From an optimization exercise on the open Yosys and OpenROAD flow, aimed at a short achievable clock period and few clock cycles; shortcuts taken in it are not production practice. In this exercise RTL edits were held to simulation tests only and were not proved equivalent to the original. Power and IR drop assume default switching activity.

`flow/constraint.sdc`:
```
create_clock -name core_clock -period 5.5 [get_ports {clk}]
set_input_delay 1.1000 -clock core_clock [delete_from_list [all_inputs] [get_ports {clk}]]
set_output_delay 1.1000 -clock core_clock [all_outputs]
set_load 0.01 [all_outputs]
```
`flow/config.mk`:
```
export PLATFORM = sky130hd
export DESIGN_NAME = black_bean
export DESIGN_NICKNAME = black_bean
export VERILOG_FILES = /design/flow/design.v
export SDC_FILE = /design/flow/constraint.sdc
export NUM_CORES = 4
export LEC_CHECK = 0
export CAP_MARGIN = 20
export CORE_MARGIN = 2
export CORE_UTILIZATION = 40
export SLEW_MARGIN = 20
```
`flow/run.sh`:
```
#!/bin/bash
# synth_recipe.tcl (not shown) runs the flow's synth.tcl, then flattens the netlist and writes it again
# the make line also repeats each setting of config.mk as NAME=value (left out here)
make -C /OpenROAD-flow-scripts/flow DESIGN_CONFIG=/design/flow/config.mk WORK_HOME=/design/flow/orfs CLKGATE_MAP_FILE= SYNTH_SCRIPT=/design/flow/synth_recipe.tcl finish
```
`flow/design.v`:
```
`timescale 1ns/1ps
module black_bean(
    clk,
    rst_n,
    IO_MEM_R_DATA,
    IO_MEM_W_DATA,
    IO_MEM_ADDR,
    IO_MEM_R_EN,
    IO_MEM_W_EN
);
input clk, rst_n;
input  [7:0] IO_MEM_R_DATA;
output [7:0] IO_MEM_W_DATA;
output [7:0] IO_MEM_ADDR;
output       IO_MEM_R_EN;
output       IO_MEM_W_EN;
reg [7:0] pc;     
reg [7:0] ar, dr0, dr1, dr2, cr, ir;
reg [7:0] addr_q, wdata_q;
reg       wen_q;
reg       m_mem;    
reg       m_irx;    
reg       m_halt;   
reg [3:0] mt;       
reg       msc;      
assign IO_MEM_R_EN   = 1'b1;
assign IO_MEM_ADDR   = addr_q;
assign IO_MEM_W_DATA = wdata_q;
assign IO_MEM_W_EN   = wen_q;
wire [7:0] rd = IO_MEM_R_DATA;
wire [7:0] pc1 = pc + 8'd1;
wire [7:0] pc2 = pc + 8'd2;
wire [7:0] pcx = m_irx ? pc : pc1;         
wire [7:0] pcx1 = m_irx ? pc1 : pc2;       
wire [8:0] sum = {1'b0, dr0} + {1'b0, dr1};
wire       lt = dr0 < dr1;
wire       eq = dr0 == dr1;
wire       gt = dr0 > dr1;
reg  [7:0] re;
always @(*) begin
    case (cr)
        8'h11: re = sum[7:0];
        8'h01: re = lt ? 8'h3c : eq ? 8'h3d : 8'h3e;
        8'h10: re = eq ? ar : pcx;
        default: re = 8'h00;
    endcase
end
wire [7:0] ad = (cr == 8'h11) ? {7'd0, sum[8]} : 8'h00;
reg br_hold;   
always @(*) begin
    case (cr)
        8'h01: br_hold = lt;
        8'h02: br_hold = eq;
        8'h03: br_hold = gt;
        8'h04: br_hold = !lt;
        8'h05: br_hold = !eq;
        8'h06: br_hold = !gt;
        default: br_hold = 1'b1;
    endcase
end
wire [7:0] br = br_hold ? pcx : ar;
wire [7:0] dr0_inc = dr0 + 8'd1;
wire [7:0] b = m_irx ? ir : rd;
wire [3:0] s = b[7:4];
wire [3:0] t = b[3:0];
reg [7:0] v;   
always @(*) begin
    case (s)
        4'h1: v = b;
        4'h2: v = pcx;
        4'h3: v = ar;
        4'h4: v = (t == 4'h4) ? dr0_inc : dr0;
        4'h5: v = dr1;
        4'h6: v = (t == 4'h2) ? br : cr;
        4'h7: v = dr2;
        4'h8: v = re;
        4'h9: v = ad;
        default: v = 8'h00;
    endcase
end
wire s_c    = (s == 4'hc);
wire s_mem  = (s == 4'hc) || (s == 4'hd);
wire t_mem  = (t == 4'hc) || (t == 4'hd);
wire t_reg  = (t != 4'h0) && (t[3] == 1'b0);    
wire halt   = (b == 8'h00);
wire needbus = t_mem || (s_mem && t_reg);
wire exec   = !m_mem && !m_halt;
wire ex_wr  = exec && !s_mem;
always @(posedge clk) begin
    if (!rst_n) begin
        pc      <= 8'h00;
        ar      <= 8'h00;
        dr0     <= 8'h00;
        dr1     <= 8'h00;
        dr2     <= 8'h00;
        cr      <= 8'h00;
        ir      <= 8'h00;
        addr_q  <= 8'h00;
        wdata_q <= 8'h00;
        wen_q   <= 1'b0;
        m_mem   <= 1'b0;
        m_irx   <= 1'b0;
        m_halt  <= 1'b0;
        mt      <= 4'h0;
        msc     <= 1'b0;
    end else if (m_halt) begin
        wen_q   <= 1'b0;
    end else if (m_mem) begin
        wen_q <= 1'b0;
        if (mt == 4'h1) ir  <= rd;
        if (mt == 4'h3) ar  <= rd;
        if (mt == 4'h4) dr0 <= rd;
        if (mt == 4'h5) dr1 <= rd;
        if (mt == 4'h6) cr  <= rd;
        if (mt == 4'h7) dr2 <= rd;
        m_mem <= 1'b0;
        m_irx <= (mt == 4'h1);
        if (mt == 4'h2) begin
            pc     <= rd;
            addr_q <= rd;
        end else if (msc) begin
            pc     <= pc1;
            addr_q <= pc1;
        end else begin
            addr_q <= pc;
        end
    end else begin
        if (ex_wr && t == 4'h3) ar  <= v;
        if (ex_wr && t == 4'h4) dr0 <= v;
        if (ex_wr && t == 4'h5) dr1 <= v;
        if (ex_wr && t == 4'h6) cr  <= v;
        if (ex_wr && t == 4'h7) dr2 <= v;
        if (ex_wr && t == 4'h1) ir  <= v;
        wdata_q <= v;
        mt      <= t;
        msc     <= s_c;
        if (halt) begin
            m_halt <= 1'b1;
            m_irx  <= 1'b0;
            wen_q  <= 1'b0;
        end else if (needbus) begin
            m_mem  <= 1'b1;
            m_irx  <= 1'b0;
            wen_q  <= t_mem;
            pc     <= pcx;
            addr_q <= (s_c || t == 4'hc) ? pcx : ar;
        end else begin
            wen_q  <= 1'b0;
            m_irx  <= (t == 4'h1);
            if (t == 4'h2) begin
                pc     <= v;
                addr_q <= v;
            end else if (s_c) begin
                pc     <= pcx1;
                addr_q <= pcx1;
            end else begin
                pc     <= pcx;
                addr_q <= pcx;
            end
        end
    end
end
endmodule
```
==> impl_metrics.toml, run 1 <==
[outcome]
outcome = "no timing/DRC/antenna violations"

[cells_and_area]
area_growth_pct = 11.1
fin_util_pct = 45.5
final_common_cell = "nand2_1"
diodes = 0
final_nets = 874
fillers = 1559
drive_gt1_share_pct = 6.36
layout_common_cells = "105 x nand2_1, 85 x nor2_1, 80 x dfxtp_1"

[floorplan]
dieArea_um2 = 16600
initial_core_util_pct = 41.0
fp-row-count = 45
die_w_um = 129
die_height_um = 129
core-area_um2 = 15300
num_io_pins = 28

[cts]
numCtsBuffers = 9
cts_buffer_depth = 2
cts_tree = "done"
cts.repair.resized = 0
postCtsSetupBuffers = 0
cts.sinks = 81
clk_pin_slew_ps = 70
clock_latency_ps = 360
cts_hold_buf = 0
cts-root-buf = "clkbuf_16"
cts_max_level = 3

[timing]
tns_ps = 0
rsz0062_at_grt = "false"
fin_crit_sh_pct = 75.1
drv_slew = 0
slew_headroom_pct = 28.3
fin_crit_ps = 4130
worst_pin_slew_ps = 1070
finalHoldViolCount = 0
fin_skew_ps = 13.1
setup_violations = 0
fmax_mhz = 242

[placed_design]
portBuffers = 26
gp_congestion = 0.994
dp_hpwl_um = 18100

[routing]
ant_nets = 0
dr.first_iter.drc_count = 905
wl_per_cell_um = 23.1
wirelength_um = 24500
via_per_inst = 6.57
num_vias = 6964
drtPass1Iterations = 8
drc_errors = 0

[worst_setup_path]
ff2ff_path_depth = 10
worstPathRequired_ps = 5800
r2r_start = "dr1[5]"
critical_path_class = "flop to flop"
crit_start = "dr1[5]"
endpoint = "ar[5]"
endpoint_kind = "flop"
worstSetupStartpointType = "flop"
cp_max_fo = 9
reg2reg_slack_ps = 1370
r2r-end = "ar[5]"
cp_data_arrival_time_ps = 4430

[global_route]
grt_overflow = 0
first_global_vias = 6177
track_usage_pct = 29.6
antenna_found_initial = 0
grt_pass1_wl_um = 37300
grt_max_degree = 54

[logic_synthesis]
synth_fp_nets = 880
ys_ff_latch = 81
synth_ff_type = "dfxtp_1"
yosysTopAreaCellShare_pct = 26.0
synth_area_per_cell_um2 = 7.35
synth_area_leaders = "dfxtp_1 26%, nand2_1 6.3%, o21ai_0 5.2%, nor2_1 5.1%, ha_1 3.8%"
synth_area_um2 = 6250
async_flop_share_pct = 0
syn_inst = 850
synth_edf_count = 0
yosysUniqueCellTypes = 76
ys_seq_area_share_pct = 26.0
yosysWarnings = 1
synth_top_area_cell = "dfxtp_1"

[pwr]
p_seq_share_pct = 40.3
p_per_area_nw_per_um2 = 232
p_sw_share_pct = 32.6
p_leak_nw = 2.44
max-vdd-ir-drop_mv = 0.231
p_sw_w = 0.000525
clock_power_share_pct = 38.9
power.total_w = 0.00161
comb_power_share_pct = 20.9
p_int_w = 0.00109

[worst_hold_path]
hp-class = "flop to flop"

[flow_run]
max_cap_violations = 0
-- worst max-delay path, cell delays in order, from the launching register on --
cell,delay [ps]
dfxtp_1,450
inv_1,70
ha_1,380
nand4_1,270
nor3_1,740
nor2_1,150
o311a_1,520
a211oi_1,520
o31ai_1,200
a31oi_1,550
a22o_1,240
-- metal layers --
metal | share of wire, % | global-route usage [%] | wire length [um] | up-vias
met5 | 0.23 | 2.65 | 57 | -
met4 | 2.7 | 8.31 | 653 | 3
met3 | 11 | 7.15 | 2610 | 59
met2 | 43 | 45.0 | 10600 | 464
met1 | 43 | 41.5 | 10600 | 3270
li1 | - | - | - | 3168
-- per-stage QoR --
stage / std cells / hold slack [ps] / cell area [um2] / setup WS [ps]
2_1_floorplan: 850 / 425 / 6250 / 2050
3_3_place_gp: 1044 / 457 / 6640 / 1160
3_5_place_dp: 1044 / 460 / 6640 / 1140
4_1_cts: 1060 / 477 / 6940 / 1470
5_1_grt: 1060 / 520 / 6940 / 1190
6_report: 1060 / 478 / 6940 / 1370
-- final cells by class --
| cell class | instances | area, um2 | area share (%) |
|---|---|---|---|
| multi-input combinational | 688 | 4300 | 62.0 |
| tap | 211 | 264 | 3.80 |
| inverter | 26 | 97.6 | 1.41 |
| timing repair buffer | 38 | 350 | 5.05 |
| clock inverter | 7 | 78.8 | 1.14 |
| sequential | 81 | 1620 | 23.4 |
| clock buffer | 9 | 225 | 3.24 |
-- power by group through the flow --
| stage | Clock, W | Sequential, W | Combinational [W] |
|---|---|---|---|
| CTS | 0.000634 | 0.000647 | 0.000326 |
| global placement | 0 | 0.000660 | 0.000328 |
| global route | 0.000663 | 0.000652 | 0.000361 |
| detailed placement | 0 | 0.000660 | 0.000325 |
| floorplan | 0 | 0.000643 | 0.000224 |
| finish | 0.000627 | 0.000649 | 0.000337 |
-- flip-flops by register name (all words and copies together) (netlist names), 4 cells and up --
| signal | count |
|---|---|
| ar | 8 |
| dr2 | 8 |
| dr0 | 8 |
| ir | 8 |
| pc | 8 |
| cr | 8 |
| mt | 4 |
| addr_q | 8 |
| dr1 | 8 |
| wdata_q | 8 |
-- Yosys cell counts (all sizes together) (6+ instances only) --
cell type,instances
inv,25
o31a,9
o31ai,15
xor2,10
nand4,12
a211oi,17
mux2i,9
o32ai,7
o21ai,70
nor3,34
o22ai,18
a21oi,36
and3,10
ha,19
and2,7
nor2,85
or3,6
nor4,9
nand3,20
or2,6
nor2b,10
clkbuf,44
a31oi,15
nand2,105
mux2,6
dfxtp,81
xnor2,19
nand2b,11
a22o,9
buf,11
o211ai,17
-- cells by family (layout without fill, tap and decap cells) --
kind of cell	count (synthesis)	count (layout)	synth area share (%)
xor gates and xnor gates	29	29	4.06
DFF	81	81	26.0
muxes	15	15	2.52
buffers and inverters	81	80	5.27
AOI/OAI and AO/OA	281	281	31.6
and+or+nand+nor	340	340	26.1
other	1	1	0.0600
adders and majority gates	22	22	4.45
-- worst min path at each step --
stage	from	to	slack [ps]	cells after the start
3_5_place_dp	dr2[1]	dr2[1]	460	2
3_3_place_gp	dr2[7]	dr2[7]	460	2
4_1_cts	dr2[1]	dr2[1]	480	2
6_report	dr2[7]	dr2[7]	480	2
2_1_floorplan	dr2[2]	dr2[2]	430	2
5_1_grt	dr2[6]	dr2[6]	520	2
Testbench counts, summed over its fixed seeds: cycles 318,156.
==> inputs of run 2 (changes only) <==
--- a/flow/config.mk
+++ b/flow/config.mk
@@ -6,6 +6,9 @@
 export NUM_CORES = 4
 export LEC_CHECK = 0
+export ABC_CLOCK_PERIOD_IN_PS = 1500
 export CAP_MARGIN = 20
 export CORE_MARGIN = 2
 export CORE_UTILIZATION = 40
+export SETUP_SLACK_MARGIN = 4
 export SLEW_MARGIN = 20
+export TNS_END_PERCENT = 100
==> run 2 against run 1 <==
Synthesized cell count stayed put. Critical path depth stayed put. Worst setup slack gained 890 ps. Power up 7.7%.
==> impl_metrics.toml, run 2 <==
[outcome]
outcome = "no timing/DRC/antenna violations"

[placed_design]
gp_congestion = 1.02
portBuffers = 26
post-place-ws_ps = 841
dp_hpwl_um = 19600
dpl-instance-area_um2 = 6860

[logic_synthesis]
synth_edf_count = 0
yosysMostFrequentCell = "nand2_1"
syn_inst = 850
synth_ff_type = "dfxtp_1"
ys_ff_latch = 81
ys_seq_area_share_pct = 26.0
yosysUniqueCellTypes = 76
synth_top_area_cell = "dfxtp_1"
yosysTopAreaCellShare_pct = 26.0
async_flop_share_pct = 0
synth_area_um2 = 6250
synth_area_leaders = "dfxtp_1 26%, nand2_1 6.3%, o21ai_0 5.2%, nor2_1 5.1%, ha_1 3.8%"
synth_fp_nets = 880
synth_area_per_cell_um2 = 7.35
yosysWarnings = 1
synthTopCellsByCount = "105 x nand2_1, 85 x nor2_1, 81 x dfxtp_1, 65 x o21ai_0, 44 x clkbuf_1"

[routing]
wl_per_cell_um = 25.3
drtPass1Iterations = 5
routed-wl-met3_um = 2900
ant_nets = 0
num_vias = 7723
m1WireLength_um = 12100
highest_layer = "met4"
wirelength_um = 29100
drc_errors = 0
met2_length_um = 13000
via_per_inst = 6.72
dr.first_iter.drc_count = 963

[worst_setup_path]
cp_max_fo = 6
cp_data_arrival_time_ps = 3460
worstSetupStartpointType = "primary input"
cpMostUsedCell = "buf_12"
r2r_start = "dr0[0]"
endpoint_kind = "flop"
ff2ff_path_depth = 11
critPathTopFamily = "compound AO/OA/AOI/OAI gates"
critical_path_class = "primary input to flop"
path_buf_inv = 2
crit_slowest_cell = "a222oi_1"
reg2reg_slack_ps = 2390
path_cells = "buf_12 -> or3b_4 -> o2bb2ai_4 -> xnor2_2 -> a222oi_1 -> o31ai_1 -> a311o_2 -> a221oi_4 -> buf_12 -> o22ai_2"
r2r-end = "cr[0]"
worstPathRequired_ps = 5720
crit_start = "IO_MEM_R_DATA[3]"
cpPeakStageDelay_ps = 420

[pwr]
p_sw_share_pct = 34.4
p_int_w = 0.00114
comb_power_share_pct = 28.0
clock_power_share_pct = 34.3
p_sw_w = 0.000597
max-vdd-ir-drop_mv = 0.152
p_leak_nw = 3.29
p_seq_share_pct = 37.6
p_per_area_nw_per_um2 = 193

[cts]
clk_pin_slew_ps = 60
cts_hold_buf = 0
cts_tree = "done"
clock_latency_ps = 360
cts-root-buf = "clkbuf_16"
cts.sinks = 81
numCtsBuffers = 9
cts_max_level = 3
cts_buffer_depth = 2

[cells_and_area]
diodes = 0
final_nets = 964
layout_common_cells = "99 x nand2_1, 73 x nor2_1, 65 x buf_4"
multi_input_area_um2 = 5340
seqCellArea_um2 = 1690
final_area_um2 = 9010
drive_gt1_share_pct = 35.6
fillers = 1362
area_growth_pct = 44.2
final_common_cell = "nand2_1"

[timing]
fin_crit_sh_pct = 59.0
rsz0062_at_grt = "true"
setup_violations = 0
fin_crit_ps = 3240
finalHoldViolCount = 0
fmax_mhz = 308
drv_slew = 0
worst_pin_slew_ps = 826
fin_ws_ps = 2260
fin_skew_ps = 12.8
slew_headroom_pct = 44.7
tns_ps = 0

[floorplan]
fp-row-count = 45
num_io_pins = 28
dieArea_um2 = 16600
die_height_um = 129
initial_core_util_pct = 41.0
core-area_um2 = 15300
die_w_um = 129

[worst_hold_path]
hp-class = "flop to flop"
worst_hold_startpoint = "dr2[0]"
min_path_cells = 2
whs_endpoint = "dr2[0]"

[global_route]
first_global_vias = 7139
grt_max_degree = 30
antenna_found_initial = 0
track_usage_pct = 34.7
grt_pass1_wl_um = 43400
grt_overflow = 0

[flow_run]
max_cap_violations = 0
[run 2: routing by layer]
metal | track usage [%] | vias to the layer above
li1 | - | 3364
met1 | 47.8 | 3786
met2 | 54.1 | 482
met4 | 12.5 | 0
met3 | 6.69 | 91
met5 | 0 | -
[run 2: stage by stage]
stage	hold slack, ps	std cells	power [W]	util (%)
after floorplan	426	850	0.000887	-
after global routing	471	1150	0.00179	59.1
after CTS	454	1130	0.00170	56.7
after global placement	440	1041	0.00100	45.0
after detailed placement	445	1041	0.00100	45.0
final	454	1150	0.00174	59.1
[run 2: area by class of cell]
| cell class | count | share of cell area, % |
|---|---|---|
| Clock buffer | 9 | 2.50 |
| Multi-Input combinational cell | 689 | 59.3 |
| Sequential cell | 81 | 18.7 |
| Clock inverter | 7 | 0.680 |
| Tap cell | 211 | 2.93 |
| Timing Repair Buffer | 127 | 14.6 |
| Inverter | 26 | 1.26 |
[run 2: how the worst max path moves through the flow]
stage,to,cells after the start
floorplan,cr[0],10
global placement,ar[1],9
detailed placement,ar[1],9
CTS,cr[0],10
global route,cr[0],10
finish,cr[0],10
[run 2: worst reg2reg max path: stages, from the launching register on]
cell,delay (ps)
dfxtp_4,380
ha_1,250
fa_1,410
nor2b_1,170
o311ai_2,280
a21oi_1,130
o21bai_1,230
a21oi_1,100
a311o_2,440
a221oi_4,330
buf_12,170
o22ai_2,80
[run 2: what timing repair did]
| item | CTS | global route |
|---|---|---|
| setup endpoints to repair | 98 | 98 |
| gates resized for setup | 343 | 47 |
| setup buffers | 70 | 20 |
| gates cloned | 3 | 0 |
| pin swaps | 58 | 39 |
[run 2: power groups by stage]
stage | combinational (W) | clock (W) | sequential, W
2_1_floorplan | 0.000244 | 0 | 0.000643
3_3_place_gp | 0.000342 | 0 | 0.000659
3_5_place_dp | 0.000344 | 0 | 0.000661
4_1_cts | 0.000449 | 0.000598 | 0.000652
5_1_grt | 0.000511 | 0.000627 | 0.000656
6_report | 0.000487 | 0.000596 | 0.000653
[run 2: cell families (layout without fill, tap and decap cells)]
family	count (synthesis)	after routing	synth area share, %
other cells	1	1	0.0600
fa+ha+maj	22	22	4.45
compound gates	281	282	31.6
simple gates	340	340	26.1
buf+inv	81	169	5.27
xor+xnor	29	29	4.06
flops	81	81	26.0
mux	15	15	2.52
==> inputs of run 3 (changes only) <==
--- a/flow/design.v
+++ b/flow/design.v
@@ -33,8 +33,7 @@
 wire [7:0] pcx = m_irx ? pc : pc1;         
 wire [7:0] pcx1 = m_irx ? pc1 : pc2;       
-wire [8:0] sum = {1'b0, dr0} + {1'b0, dr1};
-wire       lt = dr0 < dr1;
-wire       eq = dr0 == dr1;
-wire       gt = dr0 > dr1;
+reg  [8:0] sum;
+reg        lt, eq, gt;
+reg        alu_stale;    
 reg  [7:0] re;
 always @(*) begin
@@ -85,6 +84,21 @@
 wire halt   = (b == 8'h00);
 wire needbus = t_mem || (s_mem && t_reg);
+wire stall  = alu_stale && ((s == 4'h8) || (s == 4'h9) || (s == 4'h6 && t == 4'h2));
 wire exec   = !m_mem && !m_halt;
 wire ex_wr  = exec && !s_mem;
+always @(posedge clk) begin
+    sum <= {1'b0, dr0} + {1'b0, dr1};
+    lt  <= dr0 < dr1;
+    eq  <= dr0 == dr1;
+    gt  <= dr0 > dr1;
+    if (!rst_n)
+        alu_stale <= 1'b1;
+    else if (m_halt)
+        alu_stale <= 1'b0;
+    else if (m_mem)
+        alu_stale <= (mt == 4'h4) || (mt == 4'h5);
+    else
+        alu_stale <= !stall && !s_mem && ((t == 4'h4) || (t == 4'h5));
+end
 always @(posedge clk) begin
     if (!rst_n) begin
@@ -125,4 +139,6 @@
             addr_q <= pc;
         end
+    end else if (stall) begin
+        wen_q <= 1'b0;
     end else begin
         if (ex_wr && t == 4'h3) ar  <= v;
==> run 3 against run 2 <==
Global-route usage shrank 2.9 points. Clock-buffer cell count stayed put. Synthesized cell count shrank 1.6%. Clock power increased by 7.7%. Maximum frequency increased by 5.0%. Worst setup slack better by 150 ps. Register-to-register slack gained 130 ps. Sequential cell count up 13. Critical endpoint is now cr[6]. Largest cell class unchanged.
==> impl_metrics.toml, run 3 <==
[global_route]
grt_max_degree = 53
grt_overflow = 0
grt_pass1_wl_um = 42400
first_global_vias = 7064
antenna_found_initial = 0
track_usage_pct = 31.8

[placed_design]
portBuffers = 26
dp_hpwl_um = 18300
gp_congestion = 1.01

[worst_hold_path]
worst_hold_startpoint = "dr2[7]"
hp-class = "flop to flop"
whs_endpoint = "dr2[7]"
min_path_cells = 2

[logic_synthesis]
ys_seq_area_share_pct = 28.9
synth_fp_nets = 866
yosysTopAreaCellShare_pct = 28.9
synth_edf_count = 0
ys_ff_latch = 94
yosysWarnings = 1
synth_ff_type = "dfxtp_1"
syn_inst = 836
synth_area_leaders = "dfxtp_1 29%, mux2i_1 5.4%, nor2_1 4.5%, o21ai_0 4.4%, nand2_1 4.2%"
synth_top_area_cell = "dfxtp_1"
synthTopCellsByCount = "94 x dfxtp_1, 78 x nor2_1, 73 x nand2_1, 57 x o21ai_0, 44 x a21oi_1"
yosysMostFrequentCell = "dfxtp_1"
yosysUniqueCellTypes = 79
synth_area_um2 = 6500
synth_area_per_cell_um2 = 7.78
async_flop_share_pct = 0

[timing]
fin_skew_ps = 12.6
slew_headroom_pct = 18.3
drv_slew = 0
fmax_mhz = 324
worst_pin_slew_ps = 1220
rsz0062_at_grt = "true"
tns_ps = 0
fin_crit_ps = 3090
setup_violations = 0
fin_crit_sh_pct = 56.2
finalHoldViolCount = 0

[cells_and_area]
fin_util_pct = 59.7
largest_reg_flops = 9
area_growth_pct = 45.7
layout_common_cells = "79 x buf_4, 67 x dfxtp_1, 64 x nand2_1"
diodes = 0
final_common_cell = "buf_4"
largest_register = "sum"
drive_gt1_share_pct = 39.8
final_nets = 965
fillers = 1368

[worst_setup_path]
cp_max_fo = 6
critical_path_class = "primary input to flop"
worstSetupStartpointType = "primary input"
endpoint_kind = "flop"
reg2reg_slack_ps = 2520
r2r-end = "addr_q[7]"
r2r_start = "m_irx"
cp_data_arrival_time_ps = 3390
worstPathRequired_ps = 5800
ff2ff_path_depth = 11

[cts]
cts-root-buf = "clkbuf_16"
cts_tree = "done"
cts_hold_buf = 0
clk_pin_slew_ps = 80
clock_latency_ps = 370
cts_buffer_depth = 2
cts_max_level = 3
numCtsBuffers = 9
cts.sinks = 94

[routing]
dr.first_iter.drc_count = 849
ant_nets = 0
wl_per_cell_um = 24.5
via_per_inst = 6.35
num_vias = 7345
wirelength_um = 28300
drc_errors = 0
drtPass1Iterations = 6

[pwr]
p_per_area_nw_per_um2 = 201
max-vdd-ir-drop_mv = 0.181
p_leak_nw = 3.47

[outcome]
outcome = "no timing/DRC/antenna violations"

[floorplan]
die_height_um = 132
dieArea_um2 = 17300
fp-row-count = 46
core-area_um2 = 15900
num_io_pins = 28
initial_core_util_pct = 40.9
die_w_um = 132

[flow_run]
max_cap_violations = 0
run 3: cell types whose count changed after synthesis, moves of 8 or more:
cell,previous run,this run
a21oi_1,36,44
a22o_1,9,0
nor3_1,34,17
dfxtp_1,81,94
o22ai_1,18,6
nand2b_1,11,22
o21ai_0,65,57
nor2b_1,10,2
o31a_1,9,1
nand2_1,105,73
mux2i_1,9,35
nand3_1,20,42
run 3: stage by stage:
| step | instance area [um2] | setup WS, ps | hold slack, ps | std cells | power [W] |
|---|---|---|---|---|---|
| after floorplan | 7120 | 2330 | 434 | 836 | 0.00101 |
| after global placement | 7390 | 1180 | 458 | 1035 | 0.00112 |
| after detailed placement | 7390 | 1090 | 470 | 1035 | 0.00112 |
| after CTS | 8920 | 2440 | 482 | 1127 | 0.00185 |
| after global routing | 9480 | 2350 | 500 | 1156 | 0.00197 |
| final | 9480 | 2410 | 490 | 1156 | 0.00191 |
run 3: area by class of cell:
class,instances,area [um2],area share (%)
sequential,94,1930,20.4
inverter,28,109,1.15
clock inverter,7,73.8,0.779
timing repair buffer,147,1470,15.6
tap,216,270,2.85
multi-input combinational,655,5400,56.9
clock buffer,9,225,2.38
run 3: metal layers:
metal	track usage, %	wire [um]	vias up
met2	49.7	12700	428
met3	5.05	2210	106
met5	0	0	-
li1	-	-	3302
met1	41.7	11600	3509
met4	17.7	1730	0
run 3: kinds of logic (layout without fill, tap and decap cells):
| family | Yosys count | in the layout | synth area share, % |
|---|---|---|---|
| adders and majority gates | 20 | 20 | 3.96 |
| xor gates and xnor gates | 28 | 28 | 3.77 |
| AOI/OAI and AO/OA | 246 | 247 | 25.7 |
| DFF | 94 | 94 | 28.9 |
| and+or+nand+nor | 314 | 314 | 25.1 |
| muxes | 45 | 45 | 7.12 |
| buffers and inverters | 88 | 191 | 5.37 |
| other | 1 | 1 | 0.0577 |
run 3: where the power goes:
part	leakage (nW)	switching, W	internal [W]	total [W]
registers	0.775	0.0000514	0.000711	0.000762
clock network	0.147	0.000320	0.000322	0.000642
logic	2.55	0.000277	0.000227	0.000504
total	3.47	0.000648	0.00126	0.00191
run 3: worst max path at each step:
| stage | start | endpoint | slack [ps] |
|---|---|---|---|
| final | IO_MEM_R_DATA[5] | cr[6] | 2410 |
| after global routing | IO_MEM_R_DATA[5] | dr2[6] | 2350 |
| after CTS | IO_MEM_R_DATA[5] | addr_q[5] | 2440 |
| after detailed placement | IO_MEM_R_DATA[1] | pc[1] | 1090 |
| after global placement | IO_MEM_R_DATA[1] | dr0[1] | 1180 |
| after floorplan | IO_MEM_R_DATA[5] | addr_q[6] | 2330 |
run 3: what timing repair did:
item                                    CTS  global route
gates resized for setup                 273            75
endpoints found under the setup margin  106           106
pin swaps                                70            57
buffers inserted                         69            29
cloned                                    7             0
run 3: critical path: stages:
cell	delay (ps)
buf_12	110
or4b_4	540
a2111o_1	490
nand2b_4	210
a21oi_2	110
a211o_1	190
buf_6	120
buf_6	90
o311ai_4	90
buf_12	210
mux2i_1	130
Testbench counts of run 3, summed over its fixed seeds: cycles 318,900.

[afterwards: timing with drivers on the ports]
No port has a modelled driver above. Below, the same layouts with a new extraction and two added sets of constraints. Step 1 assumes that a clkbuf_16 drives the clock port and a buf_2 every other input. Step 2 also shifts input and output timing later by t, the mid clock arrival at the registers, as if the neighbouring blocks saw the same clock. Three values: ideal, step 1, step 2; two values: the first two.
run	shift t [ns]	setup WS [ns]	hold WS [ns]	latest minus earliest clock arrival (ns)
run 1	0.393	1.370 / 1.370 / 1.014	0.478 / 0.478 / 0.478	0.013 / 0.013
run 2	0.400	2.257 / 2.255 / 1.856	0.454 / 0.454 / 0.454	0.013 / 0.013
run 3	0.406	2.410 / 2.407 / 2.001	0.490 / 0.490 / 0.490	0.013 / 0.013
After both steps every run listed still meets setup and hold. The setup slack of run 3, which loses most, moves by -0.003 ns with the drivers and by -0.409 ns with both steps.
